Context: an optimization exercise on an open-source flow, tuned for small area and a short achievable clock period. The choices shown serve that exercise and are no tape-out recipe.
Where RTL was checked, it was by simulation tests only, not by an equivalence proof against the original.
Power is estimated from default activity; no workload was simulated.

==> 03-27 <==
Design vec_multi_core, start of the top module:
module vec_multi_core #(
    parameter int LEN = 32,
    parameter int DATA_WIDTH = 8
) (
    input logic clk,
    input logic rst_n,
    input logic i_data_valid,
    input logic i_load_weight,
    input logic [LEN*DATA_WIDTH-1:0] i_data,
    input logic [2*LEN-1:0] i_weight,
    output logic o_data_ready,
    output logic signed [31:0] o_result
);
Settings: LEC_CHECK=0, CAP_MARGIN=20, CORE_MARGIN=2, CORE_UTILIZATION=40, SETUP_SLACK_MARGIN=0.9, SLEW_MARGIN=20, SYNTH_HIERARCHICAL=1; clock period 3.0 ns.
standard.sh (not shown) runs the stock make flow with config.mk's settings and CLKGATE_MAP_FILE= SYNTH_SCRIPT=/design/flow/synth_recipe.tcl, a recipe that flattens the netlist after the stock synthesis.
==> flow/flow/run.sh <==
#!/bin/bash
# Standard layout (the standard.sh, unchanged synthesis) with two changes:
#  - the port buffers are buf_1 cells rather than the clkdlybuf4s50 delay cells
#    that buffer_ports picks by default (every port still gets its own buffer);
#  - clock tree synthesis runs without dummy loads, with the buffers listed below.
export BUFFER_PORTS_ARGS="-buffer_cell sky130_fd_sc_hd__buf_1"
export CTS_ARGS="-sink_clustering_enable -repair_clock_nets -dont_use_dummy_load -buf_list sky130_fd_sc_hd__clkbuf_8"
bash standard.sh > standard.log 2>&1
==> inputs of 02-22, as changes to 03-27 <==
--- a/flow/design.v
+++ b/flow/design.v
@@ -1117,20 +1117,21 @@
       r3[18] <= s558;
       r3[19] <= c557;
       r3[20] <= s560;
       r3[21] <= c559;
       r3[22] <= s562;
       r3[23] <= c561;
       r3[24] <= c563;
   end
-  logic [13:0] fa, fb, res;
+  logic [13:0] fa, fb, sum, res;
   assign fa = {1'b1, 1'b1, ~r3[22], ~r3[20], ~r3[18], ~r3[16], ~r3[14], ~r3[12], ~r3[10], ~r3[8], ~r3[6], ~r3[4], ~r3[2], ~r3[0]};
   assign fb = {1'b0, ~r3[24], ~r3[23], ~r3[21], ~r3[19], ~r3[17], ~r3[15], ~r3[13], ~r3[11], ~r3[9], ~r3[7], ~r3[5], ~r3[3], r3[1]};
-  always_ff @(posedge clk) res <= wvp[3] ? fa + fb : '0;
+  assign sum = fa + fb;
+  always_ff @(posedge clk) res <= wvp[3] ? sum : '0;
   assign o_result = {{18{res[13]}}, res};
   assign o_data_ready = vld[4];
 endmodule
 module vmc_fa (
     input  logic a,
     input  logic b,
     input  logic c,
     output logic s,
==> flow/flow/run.sh (replaced) <==
#!/bin/bash
# Standard layout (the standard.sh, unchanged synthesis) with two changes:
#  - the port buffers are buf_1 cells rather than the clkdlybuf4s50 delay cells
#    that buffer_ports picks by default (every port still gets its own buffer);
#  - clock tree synthesis runs without dummy loads, with the buffers listed below.
export BUFFER_PORTS_ARGS="-buffer_cell sky130_fd_sc_hd__buf_1"
export CTS_ARGS="-sink_clustering_enable -repair_clock_nets -dont_use_dummy_load -buf_list sky130_fd_sc_hd__clkbuf_16 -sink_clustering_size 30 -sink_clustering_max_diameter 100"
bash standard.sh > standard.log 2>&1
CORE_UTILIZATION = 60   (was 40)
==> inputs of 10-11, as changes to 03-27 <==
--- a/flow/design.v
+++ b/flow/design.v
@@ -845,66 +845,56 @@
   vmc_fa u_s475 (.a(c450), .b(c452), .c(c454), .s(s475), .co(c476));
   vmc_fa u_s477 (.a(c456), .b(s467), .c(s469), .s(s477), .co(c478));
   vmc_fa u_s479 (.a(s471), .b(c458), .c(c460), .s(s479), .co(c480));
   vmc_fa u_s481 (.a(c462), .b(s473), .c(s475), .s(s481), .co(c482));
   vmc_fa u_s483 (.a(r1[131]), .b(r1[132]), .c(r1[133]), .s(s483), .co(c484));
   vmc_fa u_s485 (.a(c468), .b(c470), .c(c472), .s(s485), .co(c486));
   vmc_fa u_s487 (.a(s483), .b(c474), .c(c476), .s(s487), .co(c488));
   assign i489 = ~r2[9];
-  assign s490 = ~(i489 ^ r2[10]);
-  assign c491 = i489 | r2[10];
+  vmc_fa u_s490 (.a(i489), .b(r2[10]), .c(1'b1), .s(s490), .co(c491));
   assign i492 = ~r2[15];
   vmc_fa u_s493 (.a(r2[14]), .b(i492), .c(r2[16]), .s(s493), .co(c494));
-  assign s495 = ~(r2[17] ^ r2[18]);
-  assign c496 = r2[17] | r2[18];
+  vmc_fa u_s495 (.a(r2[17]), .b(r2[18]), .c(1'b1), .s(s495), .co(c496));
   vmc_fa u_s497 (.a(r2[20]), .b(r2[21]), .c(r2[22]), .s(s497), .co(c498));
-  assign s499 = ~(r2[23] ^ r2[24]);
-  assign c500 = r2[23] | r2[24];
+  vmc_fa u_s499 (.a(r2[23]), .b(r2[24]), .c(1'b1), .s(s499), .co(c500));
   vmc_fa u_s501 (.a(r2[25]), .b(r2[26]), .c(r2[27]), .s(s501), .co(c502));
-  assign s503 = ~(r2[28] ^ r2[29]);
-  assign c504 = r2[28] | r2[29];
+  vmc_fa u_s503 (.a(r2[28]), .b(r2[29]), .c(1'b1), .s(s503), .co(c504));
   vmc_fa u_s505 (.a(r2[30]), .b(r2[31]), .c(r2[32]), .s(s505), .co(c506));
-  assign s507 = ~(r2[33] ^ r2[34]);
-  assign c508 = r2[33] | r2[34];
+  vmc_fa u_s507 (.a(r2[33]), .b(r2[34]), .c(1'b1), .s(s507), .co(c508));
   vmc_fa u_s509 (.a(r2[35]), .b(r2[36]), .c(r2[37]), .s(s509), .co(c510));
-  assign s511 = ~(r2[38] ^ r2[39]);
-  assign c512 = r2[38] | r2[39];
+  vmc_fa u_s511 (.a(r2[38]), .b(r2[39]), .c(1'b1), .s(s511), .co(c512));
   vmc_fa u_s513 (.a(r2[40]), .b(r2[41]), .c(r2[42]), .s(s513), .co(c514));
-  assign s515 = ~(r2[43] ^ r2[44]);
-  assign c516 = r2[43] | r2[44];
-  assign s517 = ~(r2[45] ^ r2[46]);
-  assign c518 = r2[45] | r2[46];
+  vmc_fa u_s515 (.a(r2[43]), .b(r2[44]), .c(1'b1), .s(s515), .co(c516));
+  vmc_fa u_s517 (.a(r2[45]), .b(r2[46]), .c(1'b1), .s(s517), .co(c518));
   assign i519 = ~r2[5];
   vmc_ha u_s520 (.a(i519), .b(r2[6]), .s(s520), .co(c521));
   assign i522 = ~r2[11];
   vmc_fa u_s523 (.a(i522), .b(r2[12]), .c(r2[13]), .s(s523), .co(c524));
   vmc_fa u_s525 (.a(r2[19]), .b(s495), .c(c491), .s(s525), .co(c526));
   vmc_fa u_s527 (.a(s499), .b(c496), .c(s497), .s(s527), .co(c528));
   vmc_fa u_s529 (.a(s503), .b(c500), .c(s501), .s(s529), .co(c530));
   vmc_fa u_s531 (.a(s507), .b(c504), .c(s505), .s(s531), .co(c532));
   vmc_fa u_s533 (.a(s511), .b(c508), .c(s509), .s(s533), .co(c534));
   vmc_fa u_s535 (.a(s515), .b(c512), .c(s513), .s(s535), .co(c536));
   vmc_fa u_s537 (.a(r2[47]), .b(s517), .c(c516), .s(s537), .co(c538));
   assign i539 = ~r2[2];
-  assign s540 = ~(i539 ^ r2[3]);
-  assign c541 = i539 | r2[3];
+  vmc_fa u_s540 (.a(i539), .b(r2[3]), .c(1'b1), .s(s540), .co(c541));
   assign i542 = ~s520;
   vmc_fa u_s543 (.a(r2[7]), .b(r2[8]), .c(i542), .s(s543), .co(c544));
   assign i545 = ~c521;
   vmc_fa u_s546 (.a(s490), .b(i545), .c(s523), .s(s546), .co(c547));
   vmc_fa u_s548 (.a(s493), .b(c524), .c(s525), .s(s548), .co(c549));
   vmc_fa u_s550 (.a(c494), .b(c526), .c(s527), .s(s550), .co(c551));
   vmc_fa u_s552 (.a(c498), .b(s529), .c(c528), .s(s552), .co(c553));
   vmc_fa u_s554 (.a(c502), .b(s531), .c(c530), .s(s554), .co(c555));
   vmc_fa u_s556 (.a(c506), .b(s533), .c(c532), .s(s556), .co(c557));
   vmc_fa u_s558 (.a(c510), .b(s535), .c(c534), .s(s558), .co(c559));
   vmc_fa u_s560 (.a(c514), .b(s537), .c(c536), .s(s560), .co(c561));
-  assign s562 = ~(c518 ^ c538);
-  assign c563 = c518 | c538;
+  vmc_fa u_s562 (.a(c518), .b(c538), .c(1'b1), .s(s562), .co(c563));
   logic [4:1] vld;
   logic [4:1] wvp;
   always_ff @(posedge clk or negedge rst_n) begin
     if (!rst_n) vld <= '0;
     else vld <= {vld[3:1], i_data_valid};
   end
   always_ff @(posedge clk) begin
     wvp <= {wvp[3:1], wv};
@@ -1117,20 +1107,21 @@
       r3[18] <= s558;
       r3[19] <= c557;
       r3[20] <= s560;
       r3[21] <= c559;
       r3[22] <= s562;
       r3[23] <= c561;
       r3[24] <= c563;
   end
-  logic [13:0] fa, fb, res;
+  logic [13:0] fa, fb, sum, res;
   assign fa = {1'b1, 1'b1, ~r3[22], ~r3[20], ~r3[18], ~r3[16], ~r3[14], ~r3[12], ~r3[10], ~r3[8], ~r3[6], ~r3[4], ~r3[2], ~r3[0]};
   assign fb = {1'b0, ~r3[24], ~r3[23], ~r3[21], ~r3[19], ~r3[17], ~r3[15], ~r3[13], ~r3[11], ~r3[9], ~r3[7], ~r3[5], ~r3[3], r3[1]};
-  always_ff @(posedge clk) res <= wvp[3] ? fa + fb : '0;
+  assign sum = fa + fb;
+  always_ff @(posedge clk) res <= wvp[3] ? sum : '0;
   assign o_result = {{18{res[13]}}, res};
   assign o_data_ready = vld[4];
 endmodule
 module vmc_fa (
     input  logic a,
     input  logic b,
     input  logic c,
     output logic s,
==> flow/flow/run.sh (replaced) <==
#!/bin/bash
# Standard layout (the standard.sh, unchanged synthesis) with two changes:
#  - the port buffers are buf_1 cells rather than the clkdlybuf4s50 delay cells
#    that buffer_ports picks by default (every port still gets its own buffer);
#  - clock tree synthesis runs without dummy loads, with the buffers listed below.
export BUFFER_PORTS_ARGS="-buffer_cell sky130_fd_sc_hd__buf_1"
export CTS_ARGS="-sink_clustering_enable -repair_clock_nets -dont_use_dummy_load -buf_list sky130_fd_sc_hd__clkbuf_16 -sink_clustering_size 30 -sink_clustering_max_diameter 100"
bash standard.sh > standard.log 2>&1
CORE_UTILIZATION = 70   (was 40)
==> results.txt <==
- Against 03-27, the combinational power of 02-22 is smaller by about 2.7%.
- Maximum frequency, highest first: 03-27, 02-22, 10-11.
- Global-route usage: 10-11 > 02-22 > 03-27.
- Clock power: 10-11 < 02-22 < 03-27.
- In 02-22 the power is smaller than in 03-27, by about 7%.
- Sequential share of layout area, lowest first: 03-27, 02-22, 10-11.
- In critical path depth, 02-22 and 10-11 do not differ.
- The highest cell count belongs to 03-27, the lowest to 10-11.
- The lowest worst setup slack belongs to 10-11, the highest to 03-27.
- Hold slack: 10-11 > 02-22 > 03-27.
==> figures <==
metric	03-27	02-22	10-11
Result of the run	complete, no violations	complete, no violations	complete, no violations
Fraction of standard cell area in multi-input logic	0.4842	0.4997	0.5062
Final Cell Area	18620 um2	17990 um2	17880 um2
Met3 usage in global routing	0.04066	0.05109	0.04931
Synthesized netlist cell count	1096	1063	1028
Data arrival, critical path	2.48 ns	2.40 ns	2.42 ns
Detail-routed net length per standard cell	21.72 um	21.74 um	24.13 um
Multi-input gates	681	677	684
Clock Network Area Fraction	0.03844	0.01948	0.01819
Layout clock buffer count	52	14	13
Depth of the most critical reg-to-reg path	9	3	3
Number of filler cells placed in the layout	3632	1924	1368
Cell type with the highest occurrence count on the critical path	-	sky130_fd_sc_hd__fa_1	sky130_fd_sc_hd__fa_1
Combined area of the multi-input logic cells	9015 um2	8989 um2	9052 um2
Cell area after synthesis	16030 um2	15930 um2	15830 um2
Post-synthesis compound-gate area fraction	0.01405	0.01382	0.01185
CP max stage delay	0.39 ns	0.56 ns	0.60 ns
Tcrit/Tclk final	0.6784	0.6830	0.6880
Sequential group share of total power	0.374	0.397	0.396
Total chip power	18.53 mW	17.30 mW	17.54 mW
Yosys cell types	42	43	39
No functional check of the RTL was part of 03-27.

-- separate check: timing with driven ports --
No port has a modelled driver above. Below, the same layouts with a new extraction and two added sets of constraints.
Step 1 (the two cells are an assumption about what drives the block):
set clk [get_ports {clk}]
set_driving_cell -lib_cell sky130_fd_sc_hd__clkbuf_16 $clk
set_driving_cell -lib_cell sky130_fd_sc_hd__buf_2 [delete_from_list [all_inputs] $clk]
Step 2 also shifts input and output timing later by t, the mid clock arrival at the registers, as if the neighbouring blocks saw the same clock.
Three values: ideal, step 1, step 2; two values: the first two.
run	t (ns)	setup slack, ns	worst setup path at the end	latest minus earliest clock arrival (ns)
03-27	0.629	0.965 / 0.965 / 0.738	input to register	0.023 / 0.023
02-22	0.530	0.951 / 0.951 / 0.791	input to register	0.031 / 0.031
10-11	0.528	0.936 / 0.936 / 0.736	input to register	0.026 / 0.026
After both steps every run listed still meets setup and hold. For 03-27, which loses most, drivers alone change the setup slack by 0.000 ns; drivers and shift together by -0.227 ns.
